Background: an optimization exercise with open tools, aiming at small area. Do not read the settings as production practice.
The RTL of this run was laid out without a check of its function.

File: flow/run.sh
#!/bin/bash
# synth_recipe.tcl (not shown) runs the flow's synth.tcl, then flattens the netlist and writes it again
# the make line also repeats each setting of config.mk as NAME=value (left out here)
make -C /OpenROAD-flow-scripts/flow DESIGN_CONFIG=/design/flow/config.mk WORK_HOME=/design/flow/orfs CLKGATE_MAP_FILE= SYNTH_SCRIPT=/design/flow/synth_recipe.tcl finish
File: flow/design.v
module UniversalCounter#(
    parameter MAX_NUM       =   10,     
    parameter COUNTER_BITS  =   31      
)
(
    input  wire                     clk,           
    input  wire                     rst,          
    input  wire                     en_in,         
    input  wire                     dir_in,         
    input  wire                     loadCmd_in,     
    input  wire [COUNTER_BITS:0]    loadValue_in,
    output reg  [COUNTER_BITS:0]    counter_out,    
    output wire                     tc_out          
);
localparam COUNTER_MODULE   =   MAX_NUM - 1'b1;
always@(posedge clk) begin
    if(rst)
        counter_out <= 'h0;
    else if(loadCmd_in) begin
        if(loadValue_in <= COUNTER_MODULE)
            counter_out <= loadValue_in;
    end else if(en_in) begin
        if(dir_in) begin
            if(counter_out == COUNTER_MODULE)
                counter_out <= 'h0;
            else counter_out <= counter_out + 1'b1;   
        end
        else begin
            if(counter_out == 0)
                counter_out <= COUNTER_MODULE;
            else counter_out <= counter_out - 1'b1;   
        end
    end
end
assign tc_out = en_in & (counter_out == COUNTER_MODULE);
endmodule
module FrequencyDivisionPulse#(
    parameter FREQUENCY_IN       = 100_000_000,
    parameter FREQUENCY_OUT      = 100        
)(
    input   wire        clk,    
    input   wire        rst,    
    output  reg         clk_out 
);
localparam  DIVISION_NUM = (FREQUENCY_IN / FREQUENCY_OUT) - 1'b1;
reg [31:0]  cnt;
always@(posedge clk) begin
    if(rst) begin
        cnt     <= 32'b0;
        clk_out <= 1'b0;
    end
    else if(cnt == DIVISION_NUM) begin
        cnt     <= 32'h0;
        clk_out <= 1'b1;
    end else begin
        cnt     <= cnt + 1'b1;
        clk_out <= 1'b0;
    end
end
endmodule
module KeyProcess #(
    parameter FREQUENCY_IN = 10000
)
(
    input wire clk,
    input wire rst,
    input wire btn_in,
    output wire btn_LH_out,
    output wire btn_HL_out
);
localparam H_LEVEL = 6'b000_001,
           CHK_L   = 6'b000_010,
           L_VALID = 6'b000_100,
           L_LEVEL = 6'b001_000,
           CHK_H   = 6'b010_000,
           H_VALID = 6'b100_000;
reg [5:0] btn_state;
reg timerClr;
wire [7:0] timerCnt;
localparam TIME_DELAY_VALUE = 32'd12;
wire clk_1ms;
FrequencyDivisionPulse #(
    .FREQUENCY_IN     (FREQUENCY_IN),
    .FREQUENCY_OUT    (1000)
)To_xHzPulse_ISR0
(
    .clk              (clk),
    .rst              (rst),
    .clk_out          (clk_1ms)
);
UniversalCounter #(
    .MAX_NUM          (256),
    .COUNTER_BITS     (7)
)UniversalCounter_ISR0
(
    .clk              (clk),
    .rst              (rst | timerClr),
    .en_in            (clk_1ms),
    .dir_in           (1'b1),
    .loadCmd_in       (1'b0),
    .loadValue_in     (8'h0),
    .counter_out      (timerCnt),
    .tc_out           ()
);
always @(posedge clk) begin
    if(rst) begin
        btn_state <= H_LEVEL;
        timerClr <= 1'b0;
    end
    else begin
        case (btn_state)
            H_LEVEL: if(btn_in == 1'b0) begin
                btn_state <= CHK_L;
                timerClr <= 1'b1;
            end 
            CHK_L: begin
                timerClr <= 1'b0;
                if(!timerClr && timerCnt == TIME_DELAY_VALUE) begin
                    if(btn_in == 1'b0)
                        btn_state <= L_VALID;
                    else
                        btn_state <= H_LEVEL;     
                end
            end
            L_VALID:
                btn_state <= L_LEVEL;
            L_LEVEL: 
                if(btn_in == 1'b1) begin
                    timerClr <= 1'b1;
                    btn_state <= CHK_H;
                end
            CHK_H: begin
                timerClr <= 1'b0;
                if(!timerClr && timerCnt == TIME_DELAY_VALUE) begin
                    if(btn_in == 1'b1)
                        btn_state <= H_VALID;
                    else
                        btn_state <= L_LEVEL;      
                end
            end
            H_VALID:
                btn_state <= H_LEVEL;
            default: btn_state <= H_LEVEL;
        endcase
    end
end
assign btn_HL_out = (btn_state == L_VALID) ? 1'b1 : 1'b0;
assign btn_LH_out = (btn_state == H_VALID) ? 1'b1 : 1'b0;
endmodule
module GetFourBtnEdge #(
    parameter FREQUENCY_IN = 10000
)
(
    input  wire clk,
    input  wire rst,
    input  wire [3:0] btns_in,
    output wire [3:0] btnUpEdges_out,
    output wire [3:0] btnDownEdges_out
);
KeyProcess #(
    .FREQUENCY_IN     (FREQUENCY_IN)
)KeyProcess_ISR0
(
    .clk        (clk),
    .rst        (rst),
    .btn_in     (btns_in[0]),
    .btn_LH_out (btnUpEdges_out[0]),
    .btn_HL_out (btnDownEdges_out[0])
);
KeyProcess #(
    .FREQUENCY_IN     (FREQUENCY_IN)
)KeyProcess_ISR1
(
    .clk        (clk),
    .rst        (rst),
    .btn_in     (btns_in[1]),
    .btn_LH_out (btnUpEdges_out[1]),
    .btn_HL_out (btnDownEdges_out[1])
);
KeyProcess #(
    .FREQUENCY_IN     (FREQUENCY_IN)
)KeyProcess_ISR2
(
    .clk        (clk),
    .rst        (rst),
    .btn_in     (btns_in[2]),
    .btn_LH_out (btnUpEdges_out[2]),
    .btn_HL_out (btnDownEdges_out[2])
);
KeyProcess #(
    .FREQUENCY_IN     (FREQUENCY_IN)
)KeyProcess_ISR3
(
    .clk        (clk),
    .rst        (rst),
    .btn_in     (btns_in[3]),
    .btn_LH_out (btnUpEdges_out[3]),
    .btn_HL_out (btnDownEdges_out[3])
);
endmodule
File: flow/constraint.sdc
create_clock -name core_clock -period 10.0 [get_ports {clk}]
set_input_delay 2.0000 -clock core_clock [delete_from_list [all_inputs] [get_ports {clk}]]
set_output_delay 2.0000 -clock core_clock [all_outputs]
set_load 0.01 [all_outputs]
File: flow/config.mk
export PLATFORM = sky130hd
export DESIGN_NAME = GetFourBtnEdge
export DESIGN_NICKNAME = GetFourBtnEdge
export VERILOG_FILES = /design/flow/design.v
export SDC_FILE = /design/flow/constraint.sdc
export NUM_CORES = 4
export LEC_CHECK = 0
export CAP_MARGIN = 20
export CORE_MARGIN = 2
export CORE_UTILIZATION = 40
export PLACE_DENSITY = 0.6
export SLEW_MARGIN = 20
==> impl_metrics.json <==
{
  "path_class": "register to output port",
  "power.density_nw_per_um2": 163.0,
  "cts_hold_buf": 0,
  "port_buffers": 13,
  "mostFrequentLayoutCells": "207 x nor2_1, 192 x dfxtp_1, 105 x xor2_1",
  "slew_viol_final": 0,
  "vias_per_cell": 5.218,
  "synth_top_area_share_pct": 41.82,
  "firstDrtPassIters": 4,
  "fp.dieH_um": 155.6,
  "synth_edf_count": 0,
  "finalSetupViolCount": 0,
  "cp_top_family": "simple AND/OR/NAND/NOR gates",
  "min_path_type": "register to register",
  "syn_nets": 1105,
  "drc": 0,
  "worst_ep_arrival_time_ns": 2.01,
  "timing.critical_path.slowest_cell_delay_ns": 0.53,
  "cp-start-kind": "register",
  "fin_tns_setup_ns": 0,
  "track_usage_pct": 14.72,
  "first_iter_violations": 374,
  "grt_pass1_vias": 6436,
  "synthArstFlopShare_pct": 0,
  "start_util_pct": 40.72,
  "rsz0062_at_grt": "false",
  "synth_top_family_by_area": "simple AND/OR/NAND/NOR gates",
  "path_clk_slew_ns": 0.07,
  "fin_ws_ns": 5.992,
  "synth_seq_area_share_pct": 41.82,
  "antenna_cells": 0,
  "crit_path_end_kind": "output port",
  "place_area_um2": 9533,
  "synth-simple-area-share_pct": 33.04,
  "drv_cap": 0,
  "place_congestion": 0.7887,
  "hold_start": "KeyProcess_ISR3.To_xHzPulse_ISR0.cnt[0]",
  "worstSkewPairLatency_ns": 0.43,
  "p_total_uw": 1652,
  "rrSetupSlack_ns": 7.80,
  "reg2reg_to": "KeyProcess_ISR3.To_xHzPulse_ISR0.cnt[25]",
  "path_max_fanout": 12,
  "h-tree-depth": 4,
  "drtAntennaViolNets": 0,
  "outcome": "no timing/DRC/antenna violations",
  "cts_tree": "built",
  "crit_cells": 3,
  "dp_slack_ns": 5.838,
  "min_to": "KeyProcess_ISR3.To_xHzPulse_ISR0.cnt[0]",
  "num_io_pins": 14,
  "synth_top_area_cell": "dfxtp_1",
  "clock_path_buffers": 2,
  "crit_chain": "nor4_1 > and3b_1 > clkdlybuf4s50_1",
  "fmax_mhz": 249.5,
  "netlist_top_cells_area": "dfxtp_1 42%, xor2_1 10%, nor2_1 8.5%, nand4_1 4.8%, xnor2_1 4.2%",
  "synth.distinct_cells": 59,
  "layout_commonest_cell": "nor2_1",
  "syn_avg_cell_area_um2": 8.487,
  "syn2layout_area_growth_pct": 10.26,
  "clock-root-buffer": "clkbuf_16",
  "synthCells": 1083,
  "numCtsBuffers": 17,
  "clock-skew-final_ns": 0.01291,
  "clock-sinks": 192,
  "relSlewSlack_pct": 34.36,
  "rows": 55,
  "core_um2": 22570,
  "netlist_area_um2": 9191,
  "synth_adder_area_share_pct": 2.178,
  "cts_resized": 0,
  "period_needed_ns": 4.008,
  "worstPathRequired_ns": 8.00,
  "grt_max_degree": 34,
  "dieArea_um2": 24210,
  "wl_mm": 17.42,
  "die_x_um": 155.6,
  "synthMuxAreaShare_pct": 0.8848,
  "grt_pass1_wl_mm": 29.96,
  "postCtsSetupRepairBufs": 0,
  "ir_worst_vdd_v": 0.00009072,
  "vias": 7170,
  "finalHoldViolCount": 0,
  "crit_buf_inv": 1,
  "cpMaxStageDelayCell": "clkdlybuf4s50_1",
  "stdcell_count": 1374,
  "nets": 1098,
  "grt-ovfl-total": 0,
  "worstHoldPathCells": 1,
  "synth_xor_xnor_area_share_pct": 14.20,
  "layout-drive-gt1-share_pct": 5.418,
  "post-route-period-util_pct": 40.08,
  "antenna_found_initial": 0,
  "synth_seq_cells": 192,
  "dp.cells": 1342,
  "synth_flop_cell": "dfxtp_1",
  "worstMarginPinSlew_ns": 0.9770,
  "p_leak_uw": 0.003632,
  "r2r-start": "KeyProcess_ISR3.To_xHzPulse_ISR0.cnt[3]",
  "r2r_cells": 5,
  "hpwlAfterDp_mm": 11.60,
  "yosysWarnings": 3,
  "routedWlPerCell_um": 12.68,
  "fin_area_um2": 10130,
  "synth_compound_area_share_pct": 4.547
}
[power by group]
part	switching (uW)	internal, uW
clock network	310	370
registers	33.5	785
logic	88.5	66.2
total	431	1220
[how the worst max path moves through the flow]
| stage | start | endpoint | slack, ns |
|---|---|---|---|
| after floorplan | KeyProcess_ISR1.btn_state[3] | btnUpEdges_out[1] | 6.89 |
| after global placement | rst | KeyProcess_ISR3.To_xHzPulse_ISR0.cnt[16] | 5.89 |
| after detailed placement | rst | KeyProcess_ISR3.To_xHzPulse_ISR0.cnt[2] | 5.84 |
| after CTS | KeyProcess_ISR3.btn_state[3] | btnUpEdges_out[3] | 5.98 |
| after global routing | KeyProcess_ISR1.btn_state[0] | btnDownEdges_out[1] | 5.86 |
| final | KeyProcess_ISR0.btn_state[3] | btnDownEdges_out[0] | 5.99 |
[metal layers]
metal	part of all wire [%]	track usage, %	vias to the layer above
met2	45	23.54	70
li1	-	-	3761
met3	2.3	3.111	10
met1	52	20.21	3329
met4	0.82	3.976	0
met5	0	0	-
[registers in the layout, indices dropped and copies added, names as in the netlist, 6 cells and up]
signal / cells
KeyProcess_ISR1.To_xHzPulse_ISR0.cnt: 32
KeyProcess_ISR0.To_xHzPulse_ISR0.cnt: 32
KeyProcess_ISR0.btn_state: 6
KeyProcess_ISR2.UniversalCounter_ISR0.counter_out: 8
KeyProcess_ISR1.btn_state: 6
KeyProcess_ISR1.UniversalCounter_ISR0.counter_out: 8
KeyProcess_ISR3.To_xHzPulse_ISR0.cnt: 32
KeyProcess_ISR2.To_xHzPulse_ISR0.cnt: 32
KeyProcess_ISR2.btn_state: 6
KeyProcess_ISR3.UniversalCounter_ISR0.counter_out: 8
KeyProcess_ISR0.UniversalCounter_ISR0.counter_out: 8
KeyProcess_ISR3.btn_state: 6
[worst reg2reg max path: cells and delay by family (launching register included)]
family,cells,cell delay (ns)
simple gates,4,1.44
flops,1,0.45
xor+xnor,1,0.18
[cells by family (layout without fill, tap and decap cells)]
logic type / Yosys count / in the layout
DFF: 192 / 192
adders and majority gates: 16 / 16
muxes: 8 / 8
xor gates and xnor gates: 149 / 149
and+or+nand+nor: 576 / 576
AOI/OAI and AO/OA: 69 / 69
buffers and inverters: 73 / 79
[through the flow]
stage	util, %	hold WS, ns
floorplan	-	0.4334
global placement	42.23	0.4458
detailed placement	42.23	0.4585
CTS	44.86	0.4737
global route	44.90	0.5132
finish	44.90	0.4720
[synthesized netlist by cell type (17+ instances only)]
cell type  number
xor2_1        105
nor2_1        207
xnor2_1        44
nor4_1         35
nand2_1        58
a21oi_1        24
dfxtp_1       192
and3_1         24
o21ai_0        17
nor3_1         33
inv_1          29
nand3_1        62
clkbuf_1       32
nand4_1        70
[layout make-up]
type                       instances  area, um^2
inverter                          29       108.9
fill                            2216       12440
tap                              285       356.6
clock buffer                      20       466.7
multi-input combinational        818        5065
clock inverter                    12       126.4
timing repair buffer              18       167.7
sequential                       192        3844

-- re-timing with driven ports --
The results above use ideal ports. As a check the final layout listed here was re-extracted and re-timed, cells and wires unchanged. Step 1 sets driving cells, clkbuf_16 on the clock port and buf_2 on the other inputs (assumed; they add their load-dependent delay and slew). Step 2 moves the port delays by t, midway between the first and last clock arrival at a register: inputs arrive t later, outputs are due t later. That takes back most of the time a late clock gives input paths. Slacks: no drivers / after step 1 / after step 2; pairs: no drivers / after step 1.
t (ns): 0.470
setup WS [ns]: 5.992 / 5.947 / 5.880
worst setup path after step 2: input to register
After both steps this run still meets setup and hold. The setup slack of this run moves by -0.045 ns with the drivers and by -0.112 ns with both steps.
